This is an optimization exercise on Yosys and OpenROAD, whose aim is small area and a short achievable clock period, not a production implementation. In this exercise RTL edits were held to simulation tests only and were not proved equivalent to the original. Power and IR drop assume default switching activity.

$ cat flow/config.mk
export PLATFORM = sky130hd
export DESIGN_NAME = top
export DESIGN_NICKNAME = top
export VERILOG_FILES = /design/flow/design.v
export SDC_FILE = /design/flow/constraint.sdc
export NUM_CORES = 4
export LEC_CHECK = 0
export CAP_MARGIN = 20
export CORE_MARGIN = 2
export CORE_UTILIZATION = 40
export PLACE_DENSITY = 0.6
export SLEW_MARGIN = 20
$ cat flow/constraint.sdc
create_clock -name core_clock -period 5.5 [get_ports {clk}]
set_input_delay 1.1000 -clock core_clock [delete_from_list [all_inputs] [get_ports {clk}]]
set_output_delay 1.1000 -clock core_clock [all_outputs]
set_load 0.01 [all_outputs]
$ cat flow/design.v
`timescale 1ns / 1ps
module top(clk, reset, imem_addr, imem_data, dmem_addr, dmem_wdata, dmem_we, dmem_rdata, writed);
    input clk, reset;
    output [8:0] imem_addr;
    input [31:0] imem_data;
    output [31:0] dmem_addr, dmem_wdata;
    output dmem_we;
    input [31:0] dmem_rdata;
    output [31:0] writed;
    wire [31:0] outa, outb, mr;
    wire wreg, m2reg, wmem, aluimm, regrt, ewreg, em2reg, ewmem, ealuimm, mwreg, mm2reg, mwmem, wwreg, wm2reg;
    wire [1:0] fwda, fwdb;
    wire [3:0] aluc, ealuc;
    wire [4:0] rn, rs, rd, rt, ern, mrn, wrn;
    wire [5:0] op, func;
    wire [8:0] pc_in, pc_out;
    wire [15:0] imm;
    wire [31:0] imm_ext, qa, qb, ido, eqa, eqb, eimm_ext, eb, er, mqb, mdo, wr, wdo;
    assign imem_addr = pc_out;
    assign ido = imem_data;
    assign dmem_addr = mr;
    assign dmem_wdata = mqb;
    assign dmem_we = mwmem;
    assign mdo = dmem_rdata;
    pc pc_inst(pc_in, pc_out, reset, clk);
    pc_adder pc_adder_inst(pc_out, pc_in);
    if_id if_id_inst(ido, op, func, rs, rd, rt, imm, reset, clk);
    sign_ext sign_ext_inst(imm, imm_ext);
    control_unit control_unit_inst(op, func, rs, rt, wreg, m2reg, wmem, aluc, aluimm, regrt, mrn, mm2reg, mwreg, ern, em2reg, ewreg, fwda, fwdb);
    mux_5 wmux_inst(regrt, rd, rt, rn);
    reg_file reg_file_inst(rs, rt, wrn, writed, qa, qb, wwreg, clk);
    id_exe id_exe_inst(wreg, m2reg, wmem, aluc, aluimm, rn, outa, outb, imm_ext, ewreg, em2reg, ewmem, ealuc, ealuimm, ern, eqa, eqb, eimm_ext, reset, clk);
    mux_32 alu_mux_inst(ealuimm, eqb, eimm_ext, eb);
    alu alu_inst(ealuc, eqa, eb, er);
    exe_mem exe_mem_inst(ewreg, em2reg, ewmem, ern, er, eqb, mwreg, mm2reg, mwmem, mrn, mr, mqb, reset, clk);
    mem_wb mem_wb_inst(mwreg, mm2reg, mrn, mr, mdo, wwreg, wm2reg, wrn, wr, wdo, reset, clk);
    mux_32 wb_mux_inst(wm2reg, wr, wdo, writed);
    mux_fwd fwda_inst(fwda, qa, er, mr, mdo, outa);
    mux_fwd fwdb_inst(fwdb, qb, er, mr, mdo, outb);
endmodule
module pc(in, out, reset, clk);
    input [8:0] in;
    input clk, reset;
    output reg [8:0] out;
    always @ (posedge clk) begin
        if (reset) begin
            out <= 0;
        end
        else begin
            out <= in;
        end
    end   
endmodule
module pc_adder(in, out);
    input [8:0] in;
    output [8:0] out;
    assign out = in + 4;
endmodule
module if_id(ido, op, func, rs, rd, rt, imm, reset, clk);
    input [31:0] ido;
    input clk, reset;
    output reg [5:0] op, func;
    output reg [4:0] rs, rd, rt;
    output reg [15:0] imm;
    always @ (posedge clk) begin
        if (reset) begin  
            op <= 0;
            func <= 0;
        end
        else begin
            op <= ido[31:26];
            func <= ido[5:0];
        end
        rs <= ido[25:21];
        rt <= ido[20:16];
        rd <= ido[15:11];
        imm <= ido[15:0];
    end
endmodule
module sign_ext(in, out);
    input [15:0] in;
    output [31:0] out;
    assign out = {{16{in[15]}}, in};
endmodule
module control_unit(op, func, rs, rt, wreg, m2reg, wmem, aluc, aluimm, regrt, mrn, mm2reg, mwreg, ern, em2reg, ewreg, fwda, fwdb);
    input [5:0] op, func;
    input [4:0] rs, rt, mrn, ern;
    input mm2reg, mwreg, em2reg, ewreg;
    output reg wreg, m2reg, wmem, aluimm, regrt;
    output reg [1:0] fwda, fwdb;
    output reg [3:0] aluc;
    always @ (*) begin
        if(op == 6'b000000) begin  
            wreg = 1;
            wmem = 0;
            m2reg = 0;
            regrt = 0;
            aluimm = 0;
            if (func == 6'b100000) begin  
                aluc = 4'b0010;
            end
            else if (func == 6'b100010) begin  
                aluc = 4'b0110;
            end
            else if (func == 6'b100100) begin  
                aluc = 4'b0000;
            end
            else if (func == 6'b100101) begin  
                aluc = 4'b0001;
            end
            else if (func == 6'b101010) begin  
                aluc = 4'b0111;
            end
            else if (func == 6'b100110) begin  
                aluc = 4'b1101;
            end
            else begin  
                wreg = 0;
                aluc = 4'b0010;
            end
        end
        else if (op == 6'b100011) begin  
            wreg = 1;
            wmem = 0;
            m2reg = 1;
            regrt = 1;
            aluimm = 1;
            aluc = 4'b0010;
        end
        else if (op == 6'b101011) begin  
            wreg = 0;
            wmem = 1;
            m2reg = 0;
            regrt = 1;
            aluimm = 1;
            aluc = 4'b0010;
        end
        else begin  
            wreg = 0;
            wmem = 0;
            m2reg = 0;
            regrt = 1;
            aluimm = 1;
            aluc = 4'b0010;
        end
        fwda = 2'b00;
        fwdb = 2'b00;
        if(ewreg && !em2reg && rs == ern && ern != 0) begin
            fwda = 2'b01;
        end
        else if(mwreg && rs == mrn && mrn != 0) begin
           if(mm2reg) begin
                fwda = 2'b11;
            end
            else begin
                fwda = 2'b10;
            end
        end
        if(ewreg && !em2reg && rt == ern && ern != 0) begin
            fwdb = 2'b01;
        end
        else if(mwreg && rt == mrn && mrn != 0) begin
            if(mm2reg) begin
                fwdb = 2'b11;
            end
            else begin
                fwdb = 2'b10 ;
            end
        end
    end
endmodule
module mux_5(sel, rd, rt, out);
    input sel;
    input [4:0] rd, rt;
    output reg [4:0] out;
    always @ (*) begin
        if (sel) begin
            out = rt;
        end
        else begin
            out = rd;
        end
    end
endmodule
module mux_fwd(sel, q, r, mr, ido, out);
    input [1:0] sel;
    input [31:0] q, r, mr, ido;
    output reg [31:0] out;
    always @(*) begin
        case(sel)
            2'b00: out = q;
            2'b01: out = r;
            2'b10: out = mr;
            default: out = ido;
        endcase
    end
endmodule
module reg_file(read_a, read_b, writen, writed, qa, qb, write_enable, clk);
    input [4:0] read_a, read_b, writen;
    input [31:0] writed;
    input write_enable, clk;
    output [31:0] qa, qb;
    reg [31:0] file [1:31];
    always @ (posedge clk) begin
        if(write_enable && writen != 0) begin
            file[writen] <= writed;
        end
    end
    assign qa = (read_a == 0) ? 32'h0 :
                (write_enable && writen == read_a) ? writed : file[read_a];
    assign qb = (read_b == 0) ? 32'h0 :
                (write_enable && writen == read_b) ? writed : file[read_b];
endmodule
module id_exe(wreg, m2reg, wmem, aluc, aluimm, rn, qa, qb, imm_ext, ewreg, em2reg, ewmem, ealuc, ealuimm, ern, eqa, eqb, eimm_ext, reset, clk);
    input clk, reset;
    input wreg, m2reg, wmem, aluimm;
    input [3:0] aluc;
    input [4:0] rn;
    input [31:0] qa, qb, imm_ext;
    output reg ewreg, em2reg, ewmem, ealuimm;
    output reg [3:0] ealuc;
    output reg [4:0] ern;
    output reg [31:0] eqa, eqb, eimm_ext;
    always @ (posedge clk) begin
        if (reset) begin
            ewreg <= 0;
            ewmem <= 0;
        end
        else begin
            ewreg <= wreg;
            ewmem <= wmem;
        end
        em2reg <= m2reg;
        ealuimm <= aluimm;
        ealuc <= aluc;
        ern <= rn;
        eqa <= qa;
        eqb <= qb;
        eimm_ext <= imm_ext;
    end
endmodule
module mux_32(sel, qb, imm, out);
    input sel;
    input [31:0] qb, imm;
    output reg [31:0] out;
    always @ (*) begin
        if (sel) begin
            out = imm;
        end
        else begin
            out = qb;
        end
    end
endmodule
module alu(ealuc, a, b, r);
    input [3:0] ealuc;
    input [31:0] a, b;
    output reg [31:0] r;
    always @(*) begin
        case(ealuc)
            4'b0000: r = a & b;
            4'b0001: r = a | b;
            4'b0010: r = a + b;
            4'b0110: r = a - b;
            4'b0111: r = a < b ? 1 : 0;
            4'b1100: r = ~(a|b);
            4'b1101: r = a ^ b;
            default: r = 32'h00000000;
        endcase
    end
endmodule
module exe_mem(ewreg, em2reg, ewmem, ern, er, eqb, mwreg, mm2reg, mwmem, mrn, mr, mqb, reset, clk);
    input clk, reset;
    input ewreg, em2reg, ewmem;
    input [4:0] ern;
    input [31:0] er, eqb;
    output reg mwreg, mm2reg, mwmem;
    output reg [4:0] mrn;
    output reg [31:0] mr, mqb;
    always @ (posedge clk) begin
        if (reset) begin
            mwreg <= 0;
            mwmem <= 0;
        end
        else begin
            mwreg <= ewreg;
            mwmem <= ewmem;
        end
        mm2reg <= em2reg;
        mrn <= ern;
        mr <= er;
        mqb <= eqb;
    end
endmodule
module mem_wb(mwreg, mm2reg, mrn, mr, mdo, wwreg, wm2reg, wrn, wr, wdo, reset, clk);
    input clk, reset;
    input mwreg, mm2reg;
    input [4:0] mrn;
    input [31:0] mr, mdo;
    output reg wwreg, wm2reg;
    output reg [4:0] wrn;
    output reg [31:0] wr, wdo;
    always @ (posedge clk) begin
        if (reset) begin
            wwreg <= 0;
        end
        else begin
            wwreg <= mwreg;
        end
        wm2reg <= mm2reg;
        wrn <= mrn;
        wr <= mr;
        wdo <= mdo;
    end
endmodule
$ cat flow/run.sh
#!/bin/bash
# synth_recipe.tcl (not shown) runs the flow's synth.tcl, then flattens the netlist and writes it again
# the make line also repeats each setting of config.mk as NAME=value (left out here)
make -C /OpenROAD-flow-scripts/flow DESIGN_CONFIG=/design/flow/config.mk WORK_HOME=/design/flow/orfs CLKGATE_MAP_FILE= SYNTH_SCRIPT=/design/flow/synth_recipe.tcl finish
==> summary.txt <==
Clocking
  – Gates resized, CTS repair: 0
  – CTS clk-pin slew, worst paths: 60 ps
  – Setup bufs post-CTS: 0
  – H-tree lvl count: 4
  – Clk Latency, worst-skew pair: 790 ps
  – Root Buffer: clkbuf_16
  – CTS buffer count: 139
  – CTS tree: done
  – Clk buf depth: 3
  – Post-CTS Hold Fix Bufs: 0
  – Clock Sinks: 1273

Placement
  – GP Congestion: 0.940
  – I/O Buffers: 169
  – Placement Setup Slack: 1190 ps
  – Final HPWL DP: 129000 um
  – DP Cell Count: 6007
  – Area of placed instances: 65300 um^2

Finish
  – Final Core Density: 46.1%
  – Layout cells sized above 1: 23.5%
  – Register Area: 35400 um^2
  – Most frequent cells in the layout: edfxtp_1 (992), mux4_2 (502), dfxtp_1 (270), nor2_1 (243), mux2i_1 (217)
  – Layout filler cell count: 13172
  – Most common cell after layout, fill and taps aside: edfxtp_1
  – P&R area growth vs syn: 14.9%
  – Layout net count: 4297
  – Final Cell Area: 69800 um^2
  – Non-filler cells, final: 6262
  – Multi-input logic area: 23800 um^2

Route
  – Drt via density: 6.28
  – DRT Pass-1 Iters: 7
  – DRC Markers: 0
  – Uppermost layer routed: met5
  – Met2 WL post-DR: 93300 um
  – Number of vias after detailed routing: 39353
  – Initial DRC count: 5349
  – Metal-1 WL: 83300 um
  – Final ANT Viol Nets: 0
  – Routed wl met3: 20600 um
  – WL/cell: 32.3 um
  – Routed WL: 202000 um

Power and ir drop
  – Int Power: 18.5 mW
  – Net Switching: 7.65 mW
  – Power Total: 26.1 mW
  – Part of the power in the clock network: 35.1%
  – Sequential share of power: 46.0%
  – Comb pwr share: 18.9%
  – PwrDens: 374 nW/um^2
  – Sw frac: 29.3%
  – VDD IR-drop max: 0.320 mV
  – P_leak: 23.9 nW

Synth
  – Warnings, synthesis: 11
  – Main synth FF type: edfxtp_1
  – Seq/Total Area, Yosys: 58.3%
  – Yosys reg bits: 1273
  – Top cells by area, synth: edfxtp_1 (49%), mux4_2 (19%), dfxtp_1 (9.3%), mux2i_1 (3.6%), ha_1 (2.3%)
  – Syn avg cell area: 15.5 um^2
  – Distinct cell type count after synthesis: 92
  – Area leader, netlist: edfxtp_1
  – Number of synthesized flops with an enable pin: 992
  – Gate Count Post-Synth: 3931
  – Post-Syn Area: 60800 um^2
  – Share of the synthesized area in the top cell type: 49.0%
  – Asr flop ratio synth: 0%

Critical path
  – Endpoint type of the worst setup path: output port
  – Req. time, crit path: 4400 ps
  – CP startpoint kind: flop
  – Crit Path Max Fanout: 18
  – CP Class: reg2out
  – Critical Path AT: 3400 ps

Floorplanning
  – Initial Util: 40.2%
  – Die W: 394 um
  – Area of the die: 155000 um^2
  – IO Pins: 172
  – Overall die height: 394 um
  – Cell Rows: 143
  – CORE AREA: 151000 um^2

Timing
  – WHS: 326 ps
  – Sum Neg Setup Slack: 0 ps
  – Worst Tran Pin Value: 1140 ps
  – Max Fclk: 222 MHz
  – Min Tclk post-route: 4500 ps
  – Final worst-path cycle share: 81.7%
  – Final hold vios: 0
  – RSZ-0062 raised after global routing: no
  – Final worst slack: 1000 ps
  – Max-slew violation count: 0
  – Endpoints failing setup: 0
  – Worst Clk Skew: 45.4 ps
  – Max transition margin: 22.0%

GRT
  – Grt ovf: 0
  – First-pass GRT wire length: 286000 um
  – All-Layer GR Usage: 25.7%
  – Initial antenna violation count: 10
  – Largest net degree at the start of global routing: 116
  – Vias in the first global route: 37963

Run
  – Max_cap viols: 0

Status
  – Status: finished clean

Min path
  – Worst Hold Class: reg2reg
[synthesized netlist by cell type (13+ instances only)]
library cell and number:
a211oi_1 44, a21o_1 20, a21oi_1 180, a221oi_1 31
buf_1 32, buf_2 65, buf_4 26, buf_6 16
clkbuf_1 138, dfxtp_1 281, edfxtp_1 992, ha_1 110
inv_1 128, mux2_2 51, mux2i_1 217, mux4_2 502
nand2_1 120, nand2b_1 24, nand3_1 39, nor2_1 265
nor2b_1 34, nor3_1 38, nor4_1 13, o211ai_1 18
o21ai_0 130, o21bai_1 13, o221ai_1 38, o22a_1 24
o22ai_1 75, xnor2_1 25, xor2_1 26
[layout make-up]
class | count | area share, %
inverter | 130 | 0.706
clock inverter | 67 | 0.944
timing repair buffer | 325 | 4.42
multi-input combinational | 2250 | 34.1
tap | 2030 | 3.64
antenna | 3 | 0.0108
clock buffer | 184 | 5.45
sequential | 1273 | 50.8
[path summary, 6_finish.rpt]
path	from	to	slack, ps	cells past startpoint
worst max-delay path	mem_wb_inst.wm2reg	writed[24]	1000	3
worst min-delay path	if_id_inst.imm[6]	id_exe_inst.eimm_ext[6]	330	0
worst max register to register	id_exe_inst.ealuimm	id_exe_inst.eqb[24]	1100	14
worst min register to register	if_id_inst.imm[6]	id_exe_inst.eimm_ext[6]	330	0
[metal layers]
metal	global-route usage, %	up-vias
met3	5.32	333
met4	6.64	6
met2	39.8	2208
li1	-	16180
met5	0	-
met1	36.9	20626
[critical path, cell delays in order, from the launching register on]
cell             delay (ps)
dfxtp_2                 700
mux2i_1                 990
inv_1                   240
clkdlybuf4s50_1         680
[power by group through the flow]
stage	clock (mW)	combinational, mW	sequential, mW
after global placement	0	4.84	12.2
final	9.19	4.94	12.0
after CTS	9.30	4.89	12.0
after detailed placement	0	4.87	12.2
after global routing	9.68	5.25	12.0
after floorplan	0	2.65	12.0
[registers in the layout, summed over array words and instances (netlist names), 6 cells and up]
register and flops:
id_exe_inst.eqb 32, if_id_inst.op 6, if_id_inst.func 6, if_id_inst.imm 11
mem_wb_inst.wdo 32, exe_mem_inst.mqb 32, id_exe_inst.eimm_ext 16, id_exe_inst.eqa 32
reg_file_inst.file 992, mem_wb_inst.wr 32, pc_inst.out 7, exe_mem_inst.mr 32
[logic make-up (layout without fill, tap and decap cells)]
group,after synthesis,count (layout),synth area share (%)
DFF,1273,1273,58.3
muxes,770,770,23.1
AOI/OAI and AO/OA,711,711,7.90
and+or+nand+nor,604,604,4.60
buffers and inverters,409,706,3.06
adders and majority gates,112,112,2.33
xor gates and xnor gates,51,51,0.735
other,1,5,0.00617

==> static timing again, ports no longer ideal <==
The flow's constraints put no driver on any port. The routed layout listed below was extracted and timed again, unchanged, in two steps. Step 1, drivers: a clkbuf_16 drives clk and a buf_2 each remaining input, both assumed. Step 2 adds t to the input delays and takes it off the output delays; t is the mean of the earliest and latest rising clock arrival at the registers after step 1. Input paths then give back, and output paths get back, about the clock's delay inside the block. Three values: no drivers, after step 1, after step 2; two values: the first two.
shift t [ns]: 0.853
slack for setup (ns): 1.005 / 0.925 / 1.101
worst setup path at the end: register to register
slew at the worst register clock pin (ns): 0.07 / 0.07
pins driven straight from the clock port: 1
After both steps setup and hold are still met in this run. The setup slack of this run moves by -0.080 ns with the drivers and by +0.096 ns with both steps.
